From an optimization exercise on the open Yosys and OpenROAD flow, aimed at small area, a short achievable clock period and few clock cycles per item; shortcuts taken in it are not production practice.
At most, simulation tests tie the RTL to the original design; equivalence was not proved.

## run 1
==> flow/design.v (excerpt) <==
module div_iterative (
    input  logic        clk,
    input  logic        rst_n,
    input  logic        valid_in,
    output logic        ready_out,
    input  logic [31:0] dividend,
    input  logic [31:0] divisor,
    output logic        valid_out,
    input  logic        ready_in,
    output logic [31:0] quotient,
    output logic [31:0] remainder
);
Size: roughly 130 I/O pins, ~11000 um2 of cells after synthesis.
Settings: LEC_CHECK=0, CAP_MARGIN=20, CORE_MARGIN=2, CORE_UTILIZATION=40, SLEW_MARGIN=20; clock period 4.0 ns.
run.sh (not shown) runs the stock make flow with config.mk's settings and CLKGATE_MAP_FILE= SYNTH_SCRIPT=/design/flow/synth_recipe.tcl, a recipe that flattens the netlist after the stock synthesis.
[inputs] run 2 vs run 1
# run 1
export LEC_CHECK = 0
export CAP_MARGIN = 20
export CORE_MARGIN = 2
export CORE_UTILIZATION = 40
export SLEW_MARGIN = 20
create_clock -name core_clock -period 4.0 [get_ports {clk}]
# run 2
export LEC_CHECK = 0
export ABC_AREA = 1
export CAP_MARGIN = 20
export CORE_MARGIN = 2
export CORE_UTILIZATION = 40
export SLEW_MARGIN = 20
create_clock -name core_clock -period 4.0 [get_ports {clk}]
### Flow results
- Between run 1 and run 2, the sequential share of layout area is lower for run 2.
- Number of vias in the routed layout of run 2 exceeds that of run 1 by more than a quarter.
- On run 2: die boundary height is 8.1% higher than what run 1 gave.
- Compared with run 1, run 2 ends up with a larger final cell area.
- Run 2 vs run 1, per-cell via count in the routed design went down by about 9%.
- Cmp run 2 vs run 1: starting density of the core higher in run 2
- Relative to run 1, post-synthesis cell count has increased by 884 in run 2.
- Run 2 vs run 1: number of stages on the worst setup path up in run 2
- Compared with run 1, in run 2 non-clock buffer total of the final layout now smaller; part of the cycle the worst path needs now smaller; xor-xnor portion of the synthesized cell area now smaller.
What run 3 does differently from run 2 at the input level:
# run 2
export LEC_CHECK = 0
export ABC_AREA = 1
export CAP_MARGIN = 20
export CORE_MARGIN = 2
export CORE_UTILIZATION = 40
export SLEW_MARGIN = 20
create_clock -name core_clock -period 4.0 [get_ports {clk}]
# run 3
export LEC_CHECK = 0
export ABC_CLOCK_PERIOD_IN_PS = 3500
export CAP_MARGIN = 20
export CORE_MARGIN = 2
export CORE_UTILIZATION = 40
export SLEW_MARGIN = 20
create_clock -name core_clock -period 4.0 [get_ports {clk}]
Findings:
- On run 3: non-clock buffering overhead in the final layout is 3.8 points higher than what run 2 gave.
- After detailed routing, run 2 needs more wire than run 3.
- On clock input transition at the sequential cells of the worst setup and hold paths, run 2 tracks run 3 almost exactly.
- Sort run 3 and run 2 by maximum frequency, ascending, and run 3 comes first.
- Run 3: initial core utilization is 0.52 points lower than what run 2 reported.
- Higher number of cells produced by synthesis among run 3 and run 2: run 2
- Going from run 2 to run 3, cell area -10%; buffers plus inverters on the worst setup path now smaller; worst hold slack went up by 0.023 ns.
No run of this note included a check of the RTL's function; only the layout flow was run.


== tundra ==
div_iterative, a different RTL version from the one above (not shown whole).
Size: about 1200 cells after synthesis, roughly 100 flip-flops, roughly 130 I/O pins, roughly 0.011 mm² of cells after synthesis.
==> flow/config.mk <==
export PLATFORM = sky130hd
export DESIGN_NAME = div_iterative
export DESIGN_NICKNAME = div_iterative
export VERILOG_FILES = /design/flow/design.v
export SDC_FILE = /design/flow/constraint.sdc
export NUM_CORES = 4
export LEC_CHECK = 0
export CAP_MARGIN = 0
export CORE_MARGIN = 2
export CORE_UTILIZATION = 40
export SETUP_SLACK_MARGIN = 0.6
export SLEW_MARGIN = 0
==> flow/constraint.sdc <==
create_clock -name core_clock -period 4.0 [get_ports {clk}]
set_input_delay 0.8000 -clock core_clock [delete_from_list [all_inputs] [get_ports {clk}]]
set_output_delay 0.8000 -clock core_clock [all_outputs]
set_load 0.01 [all_outputs]
standard.sh (not shown) runs the stock make flow with config.mk's settings and CLKGATE_MAP_FILE= SYNTH_SCRIPT=/design/flow/synth_recipe.tcl, a recipe that flattens the netlist after the stock synthesis.
==> flow/flow/run.sh <==
#!/bin/bash
# The standard layout, with buf_2 cells (not the default delay buffers) as
# the port buffers. Everything else is the standard flow.
set -euo pipefail
export BUFFER_PORTS_ARGS="-buffer_cell sky130_fd_sc_hd__buf_2"
bash standard.sh > standard.log 2>&1
Testbench counts of tundra, summed over its fixed seeds: cycles 16,103, items 3,200.
diff inputs: tundra => harbor
- swapping 0 for 20 in SLEW_MARGIN
- swapping 0 for 20 in CAP_MARGIN
==> flow/flow/run.sh <==
#!/bin/bash
# The standard layout, with buf_2 cells (not the default delay buffers) as
# the port buffers, and without mapping adders to full/half-adder cells
# before ABC. Everything else is the standard flow.
set -euo pipefail
export BUFFER_PORTS_ARGS="-buffer_cell sky130_fd_sc_hd__buf_2"
export ADDER_MAP_FILE=
bash standard.sh > standard.log 2>&1
==> comparison <==
harbor did not stop at any stage, and its layout met the timing, design-rule and antenna checks.
harbor: die area is about 6% higher than what tundra reported.
Compared harbor vs tundra, and global-route usage is up in harbor.
harbor leaves less setup margin than tundra.
After detailed routing, tundra needs less wire than harbor.


Setup of run A:
The RTL this note starts from:
==> flow/design.v <==
module div_control (
    input  logic       clk,
    input  logic       rst_n,
    input  logic       valid_in,
    input  logic       ready_in,
    input  logic       last,      
    input  logic       none,      
    output logic       load,
    output logic       align,
    output logic       step,
    output logic       ready_out,
    output logic       valid_out
);
    localparam logic [1:0] IDLE = 2'd0, ALIGN = 2'd1, ITER = 2'd2, DONE = 2'd3;
    logic [1:0] state, next_state;
    always_ff @(posedge clk or negedge rst_n) begin
        if (!rst_n)
            state <= IDLE;
        else
            state <= next_state;
    end
    assign ready_out = (state == IDLE) || ((state == DONE) && ready_in);
    assign load      = ready_out && valid_in;
    assign align     = (state == ALIGN);
    assign step      = (state == ITER);
    assign valid_out = (state == DONE);
    always_comb begin
        next_state = state;
        case (state)
            IDLE:  if (valid_in) next_state = ALIGN;
            ALIGN: next_state = none ? DONE : ITER;
            ITER:  if (last) next_state = DONE;
            DONE:  if (ready_in) next_state = valid_in ? ALIGN : IDLE;
        endcase
    end
endmodule
module div_datapath (
    input  logic        clk,
    input  logic        load,
    input  logic        align,
    input  logic        step,
    input  logic [31:0] dividend,
    input  logic [31:0] divisor,
    output logic        last,
    output logic        none,
    output logic [31:0] quotient,
    output logic [31:0] remainder
);
    logic [31:0] d;       
    logic [31:0] rem;     
    logic [31:0] dq;      
    logic [5:0]  cnt;     
    function automatic logic [5:0] bitlen(input logic [31:0] x);
        bitlen = 6'd0;
        for (int i = 0; i < 32; i++)
            if (x[i]) bitlen = 6'(i + 1);
    endfunction
    logic [5:0] wa, wb, k_in;
    assign wa   = bitlen(dividend);
    assign wb   = bitlen(divisor);
    assign k_in = (wb == 6'd0 || wb > wa) ? 6'd0 : wa - wb + 6'd1;
    logic [31:0] rot, lowmask;
    logic [63:0] dd;
    assign dd      = {dq, dq} >> cnt[4:0];
    assign rot     = dd[31:0];
    assign lowmask = cnt[5] ? 32'd0 : (32'hFFFF_FFFF >> cnt[4:0]);
    logic dzero;
    assign dzero = (d == 32'd0);
    logic [32:0] rs;
    logic [33:0] diff;
    logic        qbit;
    assign rs   = {rem, dq[31]};
    assign diff = {1'b0, rs} - {2'b0, d};
    assign qbit = ~diff[33];
    always_ff @(posedge clk) begin
        if (load) begin
            d   <= divisor;
            dq  <= dividend;
            cnt <= k_in;
        end else if (align) begin
            rem <= rot & lowmask;
            dq  <= (rot & ~lowmask) | {32{dzero}};
        end else if (step) begin
            rem <= qbit ? diff[31:0] : rs[31:0];
            dq  <= {dq[30:0], qbit};
            cnt <= cnt - 6'd1;
        end
    end
    assign last      = (cnt == 6'd1);
    assign none      = (cnt == 6'd0);
    assign quotient  = dq;
    assign remainder = rem;
endmodule
module div_iterative (
    input  logic        clk,
    input  logic        rst_n,
    input  logic        valid_in,
    output logic        ready_out,
    input  logic [31:0] dividend,
    input  logic [31:0] divisor,
    output logic        valid_out,
    input  logic        ready_in,
    output logic [31:0] quotient,
    output logic [31:0] remainder
);
    logic load;
    logic align;
    logic step;
    logic last;
    logic none;
    div_control ctrl (
        .clk       (clk),
        .rst_n     (rst_n),
        .valid_in  (valid_in),
        .ready_in  (ready_in),
        .last      (last),
        .none      (none),
        .load      (load),
        .align     (align),
        .step      (step),
        .ready_out (ready_out),
        .valid_out (valid_out)
    );
    div_datapath data (
        .clk       (clk),
        .load      (load),
        .align     (align),
        .step      (step),
        .dividend  (dividend),
        .divisor   (divisor),
        .last      (last),
        .none      (none),
        .quotient  (quotient),
        .remainder (remainder)
    );
endmodule
export LEC_CHECK = 0
export CAP_MARGIN = 20
export CORE_MARGIN = 2
export CORE_UTILIZATION = 40
export SETUP_SLACK_MARGIN = 1.0
export SLEW_MARGIN = 20
create_clock -name core_clock -period 4.0 [get_ports {clk}]
run.sh (not shown) runs the stock make flow with config.mk's settings and CLKGATE_MAP_FILE= SYNTH_SCRIPT=/design/flow/synth_recipe.tcl, a recipe that flattens the netlist after the stock synthesis.
Stock flow here: none of the scripts above is used.
Run A: PASS, flow complete, no timing, DRC or antenna violations
Testbench counts of run A, summed over its fixed seeds: cycles 23,992, items 3,200.
Relative to run A, the following input files were edited for run B:
Settings: SETUP_SLACK_MARGIN: 1.0 -> 2.0.
--- outcome ---
Run A → run B: final cell area excluding filler cells rose 25%; worst relative slew slack up 16 points.
The following lists how run C was set up differently from run B:
Settings: SETUP_SLACK_MARGIN: 2.0 -> unset.
## What came out
Arrival time at the worst endpoint: run C higher than run B
On final instance area, run C does better than run B.
Lower via count goes to run C over run B.
Summary of run C over run B: register-to-register slack -390 ps, largest net degree at the start of global routing -6, critical path data required time -20 ps.

[re-timing with driven ports]
In the flow no input, the clock included, has a driving cell. The finished layouts below were timed again as built, in two steps. Step 1 (the two cells are an assumption about what drives the block):
set clk [get_ports {clk}]
set_driving_cell -lib_cell sky130_fd_sc_hd__clkbuf_16 $clk
set_driving_cell -lib_cell sky130_fd_sc_hd__buf_2 [delete_from_list [all_inputs] $clk]
Step 2, shift: input delay + t, output delay - t, t = (earliest + latest rising clock arrival at the registers) / 2. This alone moves slack from input paths to output paths. Slacks: no drivers / after step 1 / after step 2; pairs: no drivers / after step 1.
| run | t, ns | slack for setup (ns) | hold slack, ns | worst slew at a driven data input, ns |
|---|---|---|---|---|
| run 1 | 0.422 | 0.176 / 0.176 / 0.131 | 0.568 / 0.543 / 0.575 | 0.08 |
| run 2 | 0.415 | 0.523 / 0.523 / 0.517 | 0.545 / 0.545 / 0.545 | 0.06 |
| run 3 | 0.422 | 0.176 / 0.176 / 0.131 | 0.568 / 0.543 / 0.575 | 0.08 |
| tundra | 0.412 | 0.702 / 0.702 / 0.367 | 0.211 / 0.188 / 0.601 | 0.04 |
| harbor | 0.420 | 0.663 / 0.663 / 0.410 | 0.195 / 0.176 / 0.545 | 0.04 |
| run A | 0.407 | 0.332 / 0.358 / -0.049 | 0.596 / 0.571 / 0.665 | 0.05 |
| run B | 0.418 | 0.324 / 0.343 / -0.076 | 0.580 / 0.559 / 0.618 | 0.05 |
| run C | 0.418 | 0.164 / 0.186 / -0.233 | 0.568 / 0.546 / 0.656 | 0.05 |
Met with ideal ports but missed after step 2: setup timing in run A, run B and run C. For run B, which loses most, drivers alone change the setup slack by +0.019 ns; drivers and shift together by -0.400 ns.
